This is an optimization exercise on Yosys and OpenROAD, whose aim is small area and a short achievable clock period, not a production implementation. In this exercise RTL edits were held to simulation tests only and were not proved equivalent to the original. Power figures rest on the tool's default switching activity, not on a simulated workload.

$ cat design/flow/config.mk
export PLATFORM = sky130hd
export DESIGN_NAME = rtc_top
export DESIGN_NICKNAME = rtc_top
export VERILOG_FILES = /design/flow/design.v
export SDC_FILE = /design/flow/constraint.sdc
export NUM_CORES = 4
export LEC_CHECK = 0
export CAP_MARGIN = 20
export CORE_MARGIN = 2
export CORE_UTILIZATION = 40
export SLEW_MARGIN = 20
$ cat design/flow/constraint.sdc
create_clock -name core_clock -period 5.0 [get_ports {clk_i}]
set_input_delay 1.0000 -clock core_clock [delete_from_list [all_inputs] [get_ports {clk_i}]]
set_output_delay 1.0000 -clock core_clock [all_outputs]
set_load 0.01 [all_outputs]
$ cat design/flow/design.v
module rtc_clock (
                  input logic         clk_i,
                  input logic         rstn_i,
                  input logic         clock_update_i,
                  output logic [21:0] clock_o,
                  input logic [21:0]  clock_i,
                  input logic [9:0]   init_sec_cnt_i,
                  input logic         calibre_update_i,
                  input logic [15:0]  calibre_sec_cnt_i,
                  output logic [15:0] calibre_sec_cnt_o,
                  input logic         timer_update_i,
                  input logic         timer_enable_i,
                  input logic         timer_retrig_i,
                  input logic [16:0]  timer_target_i,
                  output logic [16:0] timer_value_o,
                  input logic         alarm_enable_i,
                  input logic [5:0]   alarm_mask_i,
                  input logic         alarm_update_clock_i,
                  input logic [21:0]  alarm_clock_i,
                  output logic [21:0] alarm_clock_o,
                  input logic         alarm_update_date_i,
                  input logic [31:0]  alarm_date_i,
                  output logic [31:0] alarm_date_o,
                  input logic [31:0]  date_i,
                  input logic         event_flag_update_i,
                  input logic [1:0]   event_flag_i ,
                  output logic [1:0]  event_flag_o,
                  output logic        event_o,
                  output logic        update_day_o
                  );
   logic [7:0]                        r_seconds;
   logic [7:0]                        r_minutes;
   logic [5:0]                        r_hours;
   logic [7:0]                        s_seconds;
   logic [7:0]                        s_minutes;
   logic [5:0]                        s_hours;
   logic [7:0]                        r_alarm_seconds;
   logic [7:0]                        r_alarm_minutes;
   logic [5:0]                        r_alarm_hours;
   logic [13:0]                       r_alarm_year;
   logic [4:0]                        r_alarm_month;
   logic [5:0]                        r_alarm_day;
   logic [5:0]                        r_alarm_mask;
   logic                              r_alarm_enable;
   logic [7:0]                        s_alarm_seconds;
   logic [7:0]                        s_alarm_minutes;
   logic [5:0]                        s_alarm_hours;
   logic [13:0]                       s_alarm_year;
   logic [4:0]                        s_alarm_month;
   logic [5:0]                        s_alarm_day;
   logic [13:0]                       s_year;
   logic [4:0]                        s_month;
   logic [5:0]                        s_day;
   logic [15:0]                       r_sec_counter;
   logic [15:0]                       r_sec_cnt_calibre;
   logic                              s_update_seconds;
   logic                              s_update_minutes;
   logic                              s_update_hours;
   logic                              s_alarm_match;
   logic                              r_alarm_match;
   logic                              s_alarm_event;
   logic                              s_timer_event;
   logic                              s_match_year;
   logic                              s_match_month;
   logic                              s_match_day;
   logic                              s_match_hours;
   logic                              s_match_minutes;
   logic                              s_match_seconds;
   logic [16:0]                       r_timer;
   logic [16:0]                       r_timer_target;
   logic                              r_timer_en;
   logic                              r_timer_retrig;
   logic [1:0]                        r_event_flag;
   assign s_seconds = clock_i[7:0];
   assign s_minutes = clock_i[15:8];
   assign s_hours   = clock_i[21:16];
   assign s_day    = date_i[5:0];
   assign s_month  = date_i[12:8];
   assign s_year   = date_i[29:16];
   assign s_alarm_seconds = alarm_clock_i[7:0];
   assign s_alarm_minutes = alarm_clock_i[15:8];
   assign s_alarm_hours   = alarm_clock_i[21:16];
   assign s_alarm_day   = alarm_date_i[5:0];
   assign s_alarm_month = alarm_date_i[12:8];
   assign s_alarm_year  = alarm_date_i[29:16];
   assign s_match_year    = r_alarm_mask[5] | ( s_year    == r_alarm_year );
   assign s_match_month   = r_alarm_mask[4] | ( s_month   == r_alarm_month );
   assign s_match_day     = r_alarm_mask[3] | ( s_day     == r_alarm_day );
   assign s_match_hours   = r_alarm_mask[2] | ( r_hours   == r_alarm_hours );
   assign s_match_minutes = r_alarm_mask[1] | ( r_minutes == r_alarm_minutes );
   assign s_match_seconds = r_alarm_mask[0] | ( r_seconds == r_alarm_seconds );
   assign s_alarm_match = s_match_year & s_match_month & s_match_day &
                          s_match_hours & s_match_minutes & s_match_seconds;
   assign s_alarm_event = r_alarm_enable & s_alarm_match & ~r_alarm_match;  
   assign s_timer_match = r_timer == r_timer_target;
   assign s_timer_event = r_timer_en & s_timer_match;
   assign s_update_seconds = (r_sec_counter == r_sec_cnt_calibre);
   assign s_update_minutes = s_update_seconds & (r_seconds == 8'h59);
   assign s_update_hours   = s_update_minutes & (r_minutes == 8'h59);
   assign event_o        = s_alarm_event | s_timer_event;
   assign update_day_o   = s_update_hours & (r_hours == 6'h23);
   assign clock_o        = {r_hours,r_minutes,r_seconds};
   assign alarm_clock_o  = {r_alarm_hours,r_alarm_minutes,r_alarm_seconds};
   assign alarm_date_o   = {2'b00,r_alarm_year,3'b000,r_alarm_month,2'b00,r_alarm_day};
   assign timer_value_o     = r_timer;
   assign calibre_sec_cnt_o = r_sec_cnt_calibre;
   assign event_flag_o      = r_event_flag;
   always @ (posedge clk_i or negedge rstn_i)
     begin
        if(~rstn_i)
          r_event_flag <= 'h0;
        else
          begin
             if (event_flag_update_i)
               begin
                  if (event_flag_i[0])
                    r_event_flag[0] <= 1'b0;
                  if (event_flag_i[1])
                    r_event_flag[1] <= 1'b0;
               end  
             else if (s_alarm_event)
               begin
                  r_event_flag[0] <= 1'b1;
               end
             else if (s_timer_event)
               begin
                  r_event_flag[1] <= 1'b1;
               end
          end
     end
   always @ (posedge clk_i or negedge rstn_i)
     begin
        if(~rstn_i)
          begin
             r_alarm_seconds <= 'h0;
             r_alarm_minutes <= 'h0;
             r_alarm_hours   <= 'h0;
             r_alarm_enable  <= 'h0;
             r_alarm_mask    <= 'h0;
             r_alarm_year    <= 'h0;
             r_alarm_month   <= 'h0;
             r_alarm_day     <= 'h0;
          end
        else
          begin
             if (alarm_update_clock_i)
               begin
                  r_alarm_enable  <= alarm_enable_i;
                  r_alarm_seconds <= s_alarm_seconds;
                  r_alarm_minutes <= s_alarm_minutes;
                  r_alarm_hours   <= s_alarm_hours  ;
                  r_alarm_mask    <= alarm_mask_i;
               end
             else if(s_alarm_event)  
               r_alarm_enable <= 'h0;
             if (alarm_update_date_i)
               begin
                  r_alarm_year    <= s_alarm_year;
                  r_alarm_month   <= s_alarm_month;
                  r_alarm_day     <= s_alarm_day;
               end
          end
     end
   always @ (posedge clk_i or negedge rstn_i)
     begin
        if(~rstn_i)
          r_alarm_match <= 'h0;
        else
          r_alarm_match <= s_alarm_match;
     end
   always @ (posedge clk_i or negedge rstn_i)
     begin
        if(~rstn_i)
          begin
             r_timer_en     <= 'h0;
             r_timer_target <= 'h0;
             r_timer        <= 'h0;
             r_timer_retrig <= 'h0;
          end
        else
          begin
             if (timer_update_i)
               begin
                  r_timer_en     <= timer_enable_i;
                  r_timer_target <= timer_target_i;
                  r_timer_retrig <= timer_retrig_i;
                  r_timer        <= 'h0;
               end
             else if(r_timer_en)
               begin
                  if(s_timer_match)
                    begin
                       if(!r_timer_retrig)
                         r_timer_en <= 0;
                       r_timer    <= 'h0;
                    end
                  else
                    r_timer <= r_timer + 1;
               end
          end
     end
   always @ (posedge clk_i or negedge rstn_i)
     begin
        if(~rstn_i)
          r_sec_cnt_calibre <= 'h7FFF;
        else
          begin
             if (calibre_update_i)
               r_sec_cnt_calibre <= calibre_sec_cnt_i;
          end
     end
   always @ (posedge clk_i or negedge rstn_i)
     begin
        if(~rstn_i)
          r_sec_counter <= 'h0;
        else
          begin
             if (clock_update_i)
               r_sec_counter <= {1'b0, init_sec_cnt_i, 5'h0};
             else
               begin
                  if (s_update_seconds)
                    r_sec_counter <= 'h0;
                  else
                    r_sec_counter <= r_sec_counter + 1;
               end
          end
     end
   always @(posedge clk_i or negedge rstn_i)
     begin
        if(~rstn_i)
          begin
             r_seconds <= 0;
             r_minutes <= 0;
             r_hours   <= 0;
          end
        else
          begin
             if (clock_update_i)
               begin
                  r_seconds <= s_seconds;
                  r_minutes <= s_minutes;
                  r_hours   <= s_hours;
               end
             else
               begin
                  if (s_update_seconds)
                    begin  
                       if (r_seconds[3:0] >= 4'h9)
                         r_seconds[3:0] <= 4'h0;
                       else
                         r_seconds[3:0] <= r_seconds[3:0] + 4'h1;
                       if (r_seconds >= 8'h59)
                         r_seconds[7:4] <= 4'h0;
                       else if (r_seconds[3:0] >= 4'h9)
                         r_seconds[7:4] <= r_seconds[7:4] + 4'h1;
                    end
                  if (s_update_minutes)
                    begin  
                       if (r_minutes[3:0] >= 4'h9)
                         r_minutes[3:0] <= 4'h0;
                       else
                         r_minutes[3:0] <= r_minutes[3:0] + 4'h1;
                       if (r_minutes >= 8'h59)
                         r_minutes[7:4] <= 4'h0;
                       else if (r_minutes[3:0] >= 4'h9)
                         r_minutes[7:4] <= r_minutes[7:4] + 4'h1;
                    end
                  if (s_update_hours)
                    begin  
                       if (r_hours >= 6'h23)
                         begin
                            r_hours <= 6'h00;
                         end else if (r_hours[3:0] >= 4'h9)
                           begin
                              r_hours[3:0] <= 4'h0;
                              r_hours[5:4] <= r_hours[5:4] + 2'h1;
                           end else begin
                              r_hours[3:0] <= r_hours[3:0] + 4'h1;
                           end
                    end
               end
          end
     end
endmodule
module rtc_date(
	input  logic clk_i,
	input  logic rstn_i,
	input  logic        date_update_i,
	input  logic [31:0] date_i,
	output logic [31:0] date_o,
	input logic new_day_i
);
	logic	[5:0]	s_day;
	logic	[4:0]	s_month;
	logic	[13:0]	s_year;
	logic   [5:0]   r_day;
	logic   [4:0]   r_month;
	logic   [13:0]  r_year;
	logic s_end_of_month;
	logic s_end_of_year;
	logic s_year_century;
	logic s_year_400;
	logic s_year_leap;
	logic s_year_div_4;
	assign s_day    = date_i[5:0];
	assign s_month  = date_i[12:8];
	assign s_year   = date_i[29:16];
	assign date_o = {2'b00,r_year,3'b000,r_month,2'b00,r_day};
	assign s_end_of_year = s_end_of_month & (r_month == 5'h12);
	always_comb
	begin
		case(r_month)
		5'h01: s_end_of_month = (r_day == 6'h31);  
		5'h02: s_end_of_month = (r_day == 6'h29) || ((~s_year_leap)&&(r_day == 6'h28));
		5'h03: s_end_of_month = (r_day == 6'h31);  
		5'h04: s_end_of_month = (r_day == 6'h30);  
		5'h05: s_end_of_month = (r_day == 6'h31);  
		5'h06: s_end_of_month = (r_day == 6'h30);  
		5'h07: s_end_of_month = (r_day == 6'h31);  
		5'h08: s_end_of_month = (r_day == 6'h31);  
		5'h09: s_end_of_month = (r_day == 6'h30);  
		5'h10: s_end_of_month = (r_day == 6'h31);  
		5'h11: s_end_of_month = (r_day == 6'h30);  
		5'h12: s_end_of_month = (r_day == 6'h31);  
		default: s_end_of_month = 1'b0;
		endcase
	end
	assign s_year_div_4   = ((~r_year[0])&&(r_year[4]==r_year[1]));
	assign s_year_century = (r_year[7:0] == 8'h00);
	assign s_year_400     = ((~r_year[8])&&((r_year[12]==r_year[9])));
	assign s_year_leap    = (s_year_div_4) && ( (~s_year_century) || ((s_year_century)&&(s_year_400)) );
	always_ff @(posedge clk_i or negedge rstn_i) begin : proc_r_day
		if(~rstn_i) begin
			r_day <= 6'h1;
		end else begin
		if (date_update_i)
			r_day <= s_day;
		else if ((new_day_i)&&(s_end_of_month))
			r_day <= 6'h01;
		else if ((new_day_i)&&(r_day[3:0] != 4'h9))
			r_day[3:0] <= r_day[3:0] + 4'h1;
		else if (new_day_i)
		begin
			r_day[3:0] <= 4'h0;
			r_day[5:4] <= r_day[5:4] + 2'h1;
		end
		end
	end
	always_ff @(posedge clk_i or negedge rstn_i) begin : proc_r_month
		if(~rstn_i) begin
			r_month <= 5'h01;
		end else begin
			if (date_update_i)
				r_month <= s_month;
			else if ((new_day_i)&&(s_end_of_year))
				r_month <= 5'h01;
			else if ((new_day_i)&&(s_end_of_month)&&(r_month[3:0] != 4'h9))
				r_month[3:0] <= r_month[3:0] + 4'h1;
			else if ((new_day_i)&&(s_end_of_month))
			begin
				r_month[3:0] <= 4'h0;
				r_month[4] <= 1;
			end
		end
	end  
	always_ff @(posedge clk_i or negedge rstn_i) begin : proc_r_year
	 	if(~rstn_i) begin
	 		r_year <= 14'h2000;
	 	end else begin
	 		if (date_update_i)
	 			r_year <= s_year;
	 		else if ((new_day_i)&&(s_end_of_year))
			begin
				if (r_year[3:0] != 4'h9)
					r_year[3:0] <= r_year[3:0] + 4'h1;
				else begin
					r_year[3:0] <= 4'h0;
					if (r_year[7:4] != 4'h9)
						r_year[7:4] <= r_year[7:4] + 4'h1;
					else begin
						r_year[7:4] <= 4'h0;
						if (r_year[11:8] != 4'h9)
							r_year[11:8] <= r_year[11:8]+4'h1;
						else begin
							r_year[11:8] <= 4'h0;
							r_year[13:12] <= r_year[13:12]+2'h1;
						end
					end
				end
			end 
	 	end
	end
endmodule
module rtc_top (
                input logic         clk_i,
                input logic         rstn_i,
                input logic         date_update_i,
                input logic [31:0]  date_i,
                output logic [31:0] date_o,
                input logic         clock_update_i,
                output logic [21:0] clock_o,
                input logic [21:0]  clock_i,
                input logic [9:0]   init_sec_cnt_i,
                input logic         calibre_update_i,
                input logic [15:0]  calibre_sec_cnt_i,
                output logic [15:0] calibre_sec_cnt_o,
                input logic         timer_update_i,
                input logic         timer_enable_i,
                input logic         timer_retrig_i,
                input logic [16:0]  timer_target_i,
                output logic [16:0] timer_value_o,
                input logic         alarm_enable_i,
                input logic [5:0]   alarm_mask_i,
                input logic         alarm_update_clock_i,
                input logic [21:0]  alarm_clock_i,
                output logic [21:0] alarm_clock_o,
                input logic         alarm_update_date_i,
                input logic [31:0]  alarm_date_i,
                output logic [31:0] alarm_date_o,
                input logic         event_flag_update_i,
                input logic [1:0]   event_flag_i,
                output logic [1:0]  event_flag_o,
                output logic        event_o
                );
   logic                            s_rtc_update_day;
   logic [31:0]                     s_date;
   assign date_o = s_date;
   rtc_clock i_rtc_clock
     (
      .clk_i                ( clk_i                ),
      .rstn_i               ( rstn_i               ),
      .clock_update_i       ( clock_update_i       ),
      .clock_o              ( clock_o              ),
      .clock_i              ( clock_i              ),
      .init_sec_cnt_i       ( init_sec_cnt_i       ),
      .calibre_update_i     ( calibre_update_i     ),
      .calibre_sec_cnt_i    ( calibre_sec_cnt_i    ),
      .calibre_sec_cnt_o    ( calibre_sec_cnt_o    ),
      .timer_update_i       ( timer_update_i       ),
      .timer_enable_i       ( timer_enable_i       ),
      .timer_retrig_i       ( timer_retrig_i       ),
      .timer_target_i       ( timer_target_i       ),
      .timer_value_o        ( timer_value_o        ),
      .alarm_enable_i       ( alarm_enable_i       ),
      .alarm_mask_i         ( alarm_mask_i         ),
      .alarm_update_clock_i ( alarm_update_clock_i ),
      .alarm_clock_i        ( alarm_clock_i        ),
      .alarm_clock_o        ( alarm_clock_o        ),
      .date_i               ( s_date               ),
      .alarm_update_date_i  ( alarm_update_date_i  ),
      .alarm_date_i         ( alarm_date_i         ),
      .alarm_date_o         ( alarm_date_o         ),
      .event_flag_update_i  ( event_flag_update_i  ),
      .event_flag_i         ( event_flag_i         ),
      .event_flag_o         ( event_flag_o         ),
      .event_o              ( event_o              ),
      .update_day_o         ( s_rtc_update_day     )
      );
   rtc_date i_rtc_date
     (
      .clk_i           ( clk_i            ),
      .rstn_i          ( rstn_i           ),
      .date_update_i   ( date_update_i    ),
      .date_i          ( date_i           ),
      .date_o          ( s_date           ),
      .new_day_i       ( s_rtc_update_day )
      );
endmodule  
$ cat design/flow/run.sh
#!/bin/bash
# synth_recipe.tcl (not shown) runs the flow's synth.tcl, then flattens the netlist and writes it again
# the make line also repeats each setting of config.mk as NAME=value (left out here)
make -C /OpenROAD-flow-scripts/flow DESIGN_CONFIG=/design/flow/config.mk WORK_HOME=/design/flow/orfs CLKGATE_MAP_FILE= SYNTH_SCRIPT=/design/flow/synth_recipe.tcl finish
==> impl_metrics.yaml, run 1 <==
cts:
  root_buffer: "clkbuf_16"
  hold_buffers: 0
  clk_latency_ps: 440
  cts_resized: 0
  clock-sinks: 172
  cts_tree: "done"
  cts_made_buffers: 17
  cts_setup_buffers: 0
  clockBufferDepth: 2
  clkSlewWorstSetupHoldPaths_ps: 70
  htreeDepth: 4
place:
  dp_slack_ps: 976
  place_inst: 1491
  portBuffers: 286
  hpwlAfterDp_mm: 19.7
  dpl_cell_area_mm2: 0.0126
  routabilityCongestion: 0.819
setup_path:
  slowest_delay_ps: 530
  cp_slowest_cell: "clkdlybuf4s50_1"
  setup.worst_path.class: "reg -> out"
  critPathArrivalTime_ps: 3450
  crit_chain: "xor2_1 > nor4_2 > a21oi_1 > or3_1 > or4_1 > or3b_4 > nand2_1 > clkdlybuf4s50_1"
  end_kind: "primary output"
  start_kind: "flip-flop"
  critPathRequiredTime_ps: 4000
  crit_fanout: 7
  r2r_slack_ps: 1960
run_status:
  status: "no timing/DRC/antenna violations"
finish:
  area_delta_synth_final_pct: 38.6
  design_area_mm2: 0.0132
  stdcell_count: 1523
  seq_area_mm2: 0.00433
  fill_cells: 2157
  antenna-diode-count: 0
  nNetsFinal: 1388
  drive_above_1_share: 0.134
  multi_input_area_mm2: 0.00485
logic_synthesis:
  ys_warn_count: 3
  ys_seq_area_frac: 0.453
  post_synth_fa_ha_maj_area_fraction: 0.0341
  syn-cell-area_mm2: 0.00954
  muxShareOfSynthArea: 0.109
  synth_compound_area_frac: 0.116
  yosys.cell_types.count: 77
  synth-simple-area-share: 0.137
  ys_ff_latch: 172
  yosys-top-cells-area: "dfrtp_1 (40%), mux2_2 (11%), xor2_1 (6.0%), dfstp_2 (5.0%), xnor2_1 (4.6%)"
  synth_xor_area_frac: 0.106
  netlist_instances: 922
  synthArstFlopShare: 1.00
  yosys.area.top_type_share: 0.404
  synth_top_family_by_area: "simple AND/OR/NAND/NOR gates"
  synth-edff-count: 0
  synth_top_cell_by_area: "dfrtp_1"
  yosys_most_used_dff: "dfrtp_1"
  synthTopCellsByCount: "dfrtp_1 (154), mux2_2 (89), nand2_1 (81)"
  syn_avg_cell_area_um2: 10.3
  yosysMostFrequentCell: "dfrtp_1"
min_path:
  hold_class: "reg -> reg"
timing:
  max-slew-margin-rel: 0.496
  finalSetupTns_ps: 0
  timing_hold_violations_final: 0
  setup_violations: 0
  final.setup.worst_slack_ps: 548
  tightest_slew_ps: 756
  holdWs_ps: 516
  rsz0062_at_grt: "no"
  min_period_ps: 4450
  fin_skew_ps: 17.7
  finalCritPeriodShare: 0.890
  timing.fmax_mhz: 225
  report.final.slew_viol_count: 0
die:
  ios: 315
  dieArea_mm2: 0.0251
  start_util: 0.407
  num_rows: 56
  die_w_um: 158
  coreArea_mm2: 0.0235
  die_h_um: 158
global_route:
  grt_pass1_vias: 7562
  grt_first_pass_wirelength_mm: 41.3
  grt.total_usage: 0.212
  grt_start_max_net_pins: 77
  grt_overflow: 0
  antenna_found_initial: 1
pwr:
  vdd_drop_max_mv: 0.151
  p_per_area_mw_per_mm2: 293
  p_leak_uw: 0.00534
drt:
  ant_nets: 0
  via_count: 7703
  wl_mm: 26.2
  drc_errors: 0
  via_per_inst: 5.06
  dr.pass1.iters: 4
  wl_per_cell_um: 17.2
  drt_iter0_drc: 332
flow_run:
  drv_cap: 0
-- area by class of cell --
type                            count  share of cell area
Multi-Input combinational cell    673               0.367
Sequential cell                   172               0.327
Timing Repair Buffer              294               0.221
Clock buffer                       21              0.0364
Tap cell                          319              0.0302
Inverter                           33             0.00937
Clock inverter                     11             0.00927
-- worst max-delay path, delay by kind of cell (launching register included) --
family / cells / cell delay (ps)
flip-flops: 1 / 450
XOR/XNOR: 1 / 200
AND/OR/NAND/NOR: 5 / 1730
buffers and inverters: 1 / 530
AO/OA/AOI/OAI: 1 / 110
-- logic make-up after synthesis --
group / Yosys count
flip-flops: 172
multiplexers: 93
other: 1
adder cells (fa/ha/maj): 26
XOR/XNOR: 115
AO/OA/AOI/OAI: 169
AND/OR/NAND/NOR: 256
buffers and inverters: 90
-- layout by cell type, fill, tap and decap left out, types with 14 or more instances in the layout --
cell type,count
o21ai_1,45
nand3_1,24
dfstp_2,18
mux2_2,89
inv_1,31
o21ai_0,16
nand2_1,81
xor2_1,65
nand4_1,15
xnor2_1,50
conb_1,14
clkbuf_16,18
nor2_1,55
clkdlybuf4s50_1,284
a21oi_1,27
dfrtp_1,154
ha_1,26
-- where the power goes --
group	internal (uW)	total [uW]	switching, uW
Combinational	482	818	336
Sequential	1530	1700	176
Clock	760	1360	599
Total	2770	3880	1110
-- layer usage --
layer	wire length [um]	global-route usage	vias to the layer above
met1	12100	0.290	3700
met4	449	0.0588	2
met2	12000	0.334	216
li1	-	-	3755
met3	1590	0.0547	30
met5	13	0	-
-- worst paths after layout --
| check | start | endpoint | depth (start not counted) |
|---|---|---|---|
| max | i_rtc_clock.r_seconds[6]$_DFFE_PN0P_ | event_o | 8 |
| min | i_rtc_clock.r_alarm_mask[0]$_DFFE_PN0P_ | i_rtc_clock.r_alarm_mask[0]$_DFFE_PN0P_ | 1 |
| max reg2reg | i_rtc_clock.r_seconds[5]$_DFFE_PN0P_ | i_rtc_date.r_day[5]$_DFFE_PN0P_ | 9 |
| min reg2reg | i_rtc_clock.r_alarm_mask[0]$_DFFE_PN0P_ | i_rtc_clock.r_alarm_mask[0]$_DFFE_PN0P_ | 1 |
| max in group asynchronous | rstn_i | i_rtc_clock.r_alarm_mask[2]$_DFFE_PN0P_ | 2 |
| min in group asynchronous | rstn_i | i_rtc_clock.r_sec_counter[12]$_DFF_PN0_ | 1 |
-- flip-flops by register name (all words and copies together), names as in the netlist, 14 cells and up --
signal and cells:
i_rtc_clock.r_timer_target 17, i_rtc_date.r_year 14, i_rtc_clock.r_alarm_year 14, i_rtc_clock.r_timer 17, i_rtc_clock.r_sec_cnt_calibre 16, i_rtc_clock.r_sec_counter 16
-- through the flow --
step / util / power, uW
after floorplan: - / 2100
after global placement: 0.538 / 2540
after detailed placement: 0.538 / 2550
after CTS: 0.563 / 3930
after global routing: 0.563 / 4080
final: 0.563 / 3880
==> inputs of run 2 (changes only) <==
==> design/flow/flow/run.sh (new file) <==
#!/bin/bash
set -euo pipefail
export BUFFER_PORTS_ARGS="-buffer_cell sky130_fd_sc_hd__buf_1"
bash standard.sh finish > standard.log 2>&1
==> design/flow/standard.sh (new file) <==
#!/bin/bash
# synth_recipe.tcl (not shown) runs the flow's synth.tcl, then flattens the netlist and writes it again
# the make line also repeats each setting of config.mk as NAME=value (left out here)
make -C /OpenROAD-flow-scripts/flow DESIGN_CONFIG=/design/flow/config.mk WORK_HOME=/design/flow/orfs CLKGATE_MAP_FILE= SYNTH_SCRIPT=/design/flow/synth_recipe.tcl "${@:-finish}"
removed: design/flow/run.sh
==> run 2 against run 1 <==
  * Still clean on timing, DRC and antenna
  * Final cell count did not move
  * Critical path depth unchanged
  * Fmax grew 7.7%
  * Hold slack hardly changed
  * Critical endpoint unchanged
  * Largest power group unchanged
==> impl_metrics.yaml, run 2 <==
global_route:
  grt.total_usage: 0.198
  grt_start_max_net_pins: 127
  met2_usage: 0.320
  grt_first_pass_wirelength_mm: 38.9
  grt_pass1_vias: 7361
  grtUsageMet3: 0.0408
  grt_use_met1: 0.272
  grt_overflow: 0
  antenna_found_initial: 2
  top_usage_layer: "met2"
logic_synthesis:
  muxShareOfSynthArea: 0.109
  yosys_most_used_dff: "dfrtp_1"
  synthTopCellsByCount: "dfrtp_1 (154), mux2_2 (89), nand2_1 (81)"
  netlist_instances: 922
  ys_warn_count: 3
  yosysMostFrequentCell: "dfrtp_1"
  ys_ff_latch: 172
  synth_xor_area_frac: 0.106
  synth-simple-area-share: 0.137
  synth_top_cell_by_area: "dfrtp_1"
  synth_top_family_by_area: "simple AND/OR/NAND/NOR gates"
  syn_avg_cell_area_um2: 10.3
  yosys.cell_types.count: 77
  yosys.area.top_type_share: 0.404
  post_synth_fa_ha_maj_area_fraction: 0.0341
  synth-edff-count: 0
  yosys-top-cells-area: "dfrtp_1 (40%), mux2_2 (11%), xor2_1 (6.0%), dfstp_2 (5.0%), xnor2_1 (4.6%)"
  ys_seq_area_frac: 0.453
  synthArstFlopShare: 1.00
  syn-cell-area_mm2: 0.00954
  synth_compound_area_frac: 0.116
drt:
  wl_mm: 24.8
  drc_errors: 0
  via_count: 7674
  via_per_inst: 5.04
  wl_per_cell_um: 16.3
  ant_nets: 0
  dr.pass1.iters: 4
  drt_iter0_drc: 292
timing:
  tightest_slew_ps: 898
  timing_hold_violations_final: 0
  setup_violations: 0
  fin_skew_ps: 15.4
  timing.fmax_mhz: 242
  min_period_ps: 4130
  finalCritPeriodShare: 0.827
  finalSetupTns_ps: 0
  rsz0062_at_grt: "no"
  max-slew-margin-rel: 0.401
  holdWs_ps: 515
  report.final.slew_viol_count: 0
finish:
  mostFrequentLayoutCells: "buf_1 (282), dfrtp_1 (154), mux2_2 (89), nand2_1 (81), xor2_1 (65)"
  top_regs: "i_rtc_clock.r_timer x17, i_rtc_clock.r_timer_target x17"
  final_common_cell: "buf_1"
  drive_above_1_share: 0.134
  area_delta_synth_final_pct: 20.1
  design_area_mm2: 0.0115
  fin_util: 0.488
  nNetsFinal: 1387
  stdcell_count: 1523
cts:
  clk_latency_ps: 430
  clockBufferDepth: 2
  root_buffer: "clkbuf_16"
  hold_buffers: 0
  cts_tree: "done"
  clkSlewWorstSetupHoldPaths_ps: 80
  cts_setup_buffers: 0
  htreeDepth: 4
  cts_made_buffers: 17
  cts_resized: 0
  clock-sinks: 172
setup_path:
  crit_fanout: 6
  critPathArrivalTime_ps: 3130
  crit_buf_inv: 1
  critPathLaunch: "i_rtc_clock.r_minutes[4]$_DFFE_PN0P_"
  critPathRequiredTime_ps: 4000
  end_kind: "primary output"
  slowest_delay_ps: 510
  r2r-start: "i_rtc_clock.r_sec_cnt_calibre[5]$_DFFE_PN1P_"
  cp_slowest_cell: "or4_1"
  crit_family: "simple AND/OR/NAND/NOR gates"
  crit_chain: "xor2_1 > nor4_1 > a21oi_1 > or3_1 > or4_1 > or3b_4 > nand2_1 > buf_1"
  setup.worst_path.class: "reg -> out"
  start_kind: "flip-flop"
place:
  place_inst: 1490
  portBuffers: 286
  hpwlAfterDp_mm: 18.3
  routabilityCongestion: 0.822
  dpl_cell_area_mm2: 0.0108
die:
  ios: 315
  die_h_um: 158
  num_rows: 56
  die_w_um: 158
  dieArea_mm2: 0.0251
  coreArea_mm2: 0.0235
  start_util: 0.407
min_path:
  worstHoldStart: "i_rtc_clock.r_timer_retrig$_DFFE_PN0P_"
  hold_class: "reg -> reg"
pwr:
  p_per_area_mw_per_mm2: 324
  vdd_drop_max_mv: 0.148
  p_leak_uw: 0.00458
flow_run:
  drv_cap: 0
run_status:
  status: "no timing/DRC/antenna violations"
## run 2: per-stage QoR
| step | setup WS [ps] | total power, uW |
|---|---|---|
| 2_1_floorplan | 1710 | 2100 |
| 3_5_place_dp | 1300 | 2350 |
| 4_1_cts | 806 | 3770 |
| 3_3_place_gp | 1310 | 2340 |
| 6_report | 866 | 3710 |
| 5_1_grt | 737 | 3910 |
## run 2: layout make-up
| class | instances | area [um2] |
|---|---|---|
| repair buffers | 293 | 1150 |
| well taps | 319 | 399 |
| multi-input cells | 673 | 4850 |
| inverters | 33 | 124 |
| flip-flops and latches | 172 | 4330 |
| clock buffers | 19 | 433 |
| diodes | 1 | 2.50 |
| clock inverters | 13 | 178 |
| fillers | 2263 | 12000 |
## run 2: worst paths after layout
kind                       slack, ps                                    endpoint  cells after the start
min reg2reg                      520      i_rtc_clock.r_timer_retrig$_DFFE_PN0P_                      1
max                              870                                     event_o                      8
min                              520      i_rtc_clock.r_timer_retrig$_DFFE_PN0P_                      1
max in group asynchronous       3220            i_rtc_date.r_year[0]$_DFFE_PN0P_                      2
max reg2reg                     1740            i_rtc_date.r_year[3]$_DFFE_PN0P_                      7
min in group asynchronous        640  i_rtc_clock.r_timer_target[13]$_DFFE_PN0P_                      1
## run 2: power breakdown
| group | total (uW) | internal [uW] | switching (uW) |
|---|---|---|---|
| Clock | 1390 | 800 | 595 |
| Combinational | 618 | 289 | 329 |
| Sequential | 1700 | 1530 | 177 |
## run 2: cells by family (layout without fill, tap and decap cells)
kind of cell | count (synthesis) | in the layout
AND/OR/NAND/NOR | 256 | 256
flip-flops | 172 | 172
AO/OA/AOI/OAI | 169 | 169
XOR/XNOR | 115 | 115
multiplexers | 93 | 93
buffers and inverters | 90 | 358
adder cells (fa/ha/maj) | 26 | 26
other | 1 | 15
## run 2: per-layer routing
metal	share of wire	routed length, um
met1	0.47	11700
met2	0.46	11500
met3	0.054	1330
met5	0.00048	12
met4	0.0097	241

-- afterwards: timing with drivers on the ports --
In the flow no input, the clock included, has a driving cell. The finished layouts below were timed again as built, in two steps.
Step 1 (the two cells are an assumption about what drives the block):
set clk [get_ports {clk_i}]
set_driving_cell -lib_cell sky130_fd_sc_hd__clkbuf_16 $clk
set_driving_cell -lib_cell sky130_fd_sc_hd__buf_2 [delete_from_list [all_inputs] $clk]
Step 2, shift: input delay + t, output delay - t, t = (earliest + latest rising clock arrival at the registers) / 2. This alone moves slack from input paths to output paths.
Slacks: no drivers / after step 1 / after step 2; pairs: no drivers / after step 1.
| run | t (ns) | slack for setup (ns) | clock arrival spread, ns | slew at the worst register clock pin (ns) |
|---|---|---|---|---|
| run 1 | 0.473 | 0.548 / 0.502 / 0.975 | 0.019 / 0.019 | 0.08 / 0.08 |
| run 2 | 0.466 | 0.866 / 0.821 / 1.287 | 0.015 / 0.016 | 0.08 / 0.08 |
After both steps setup and hold are still met in every run listed.
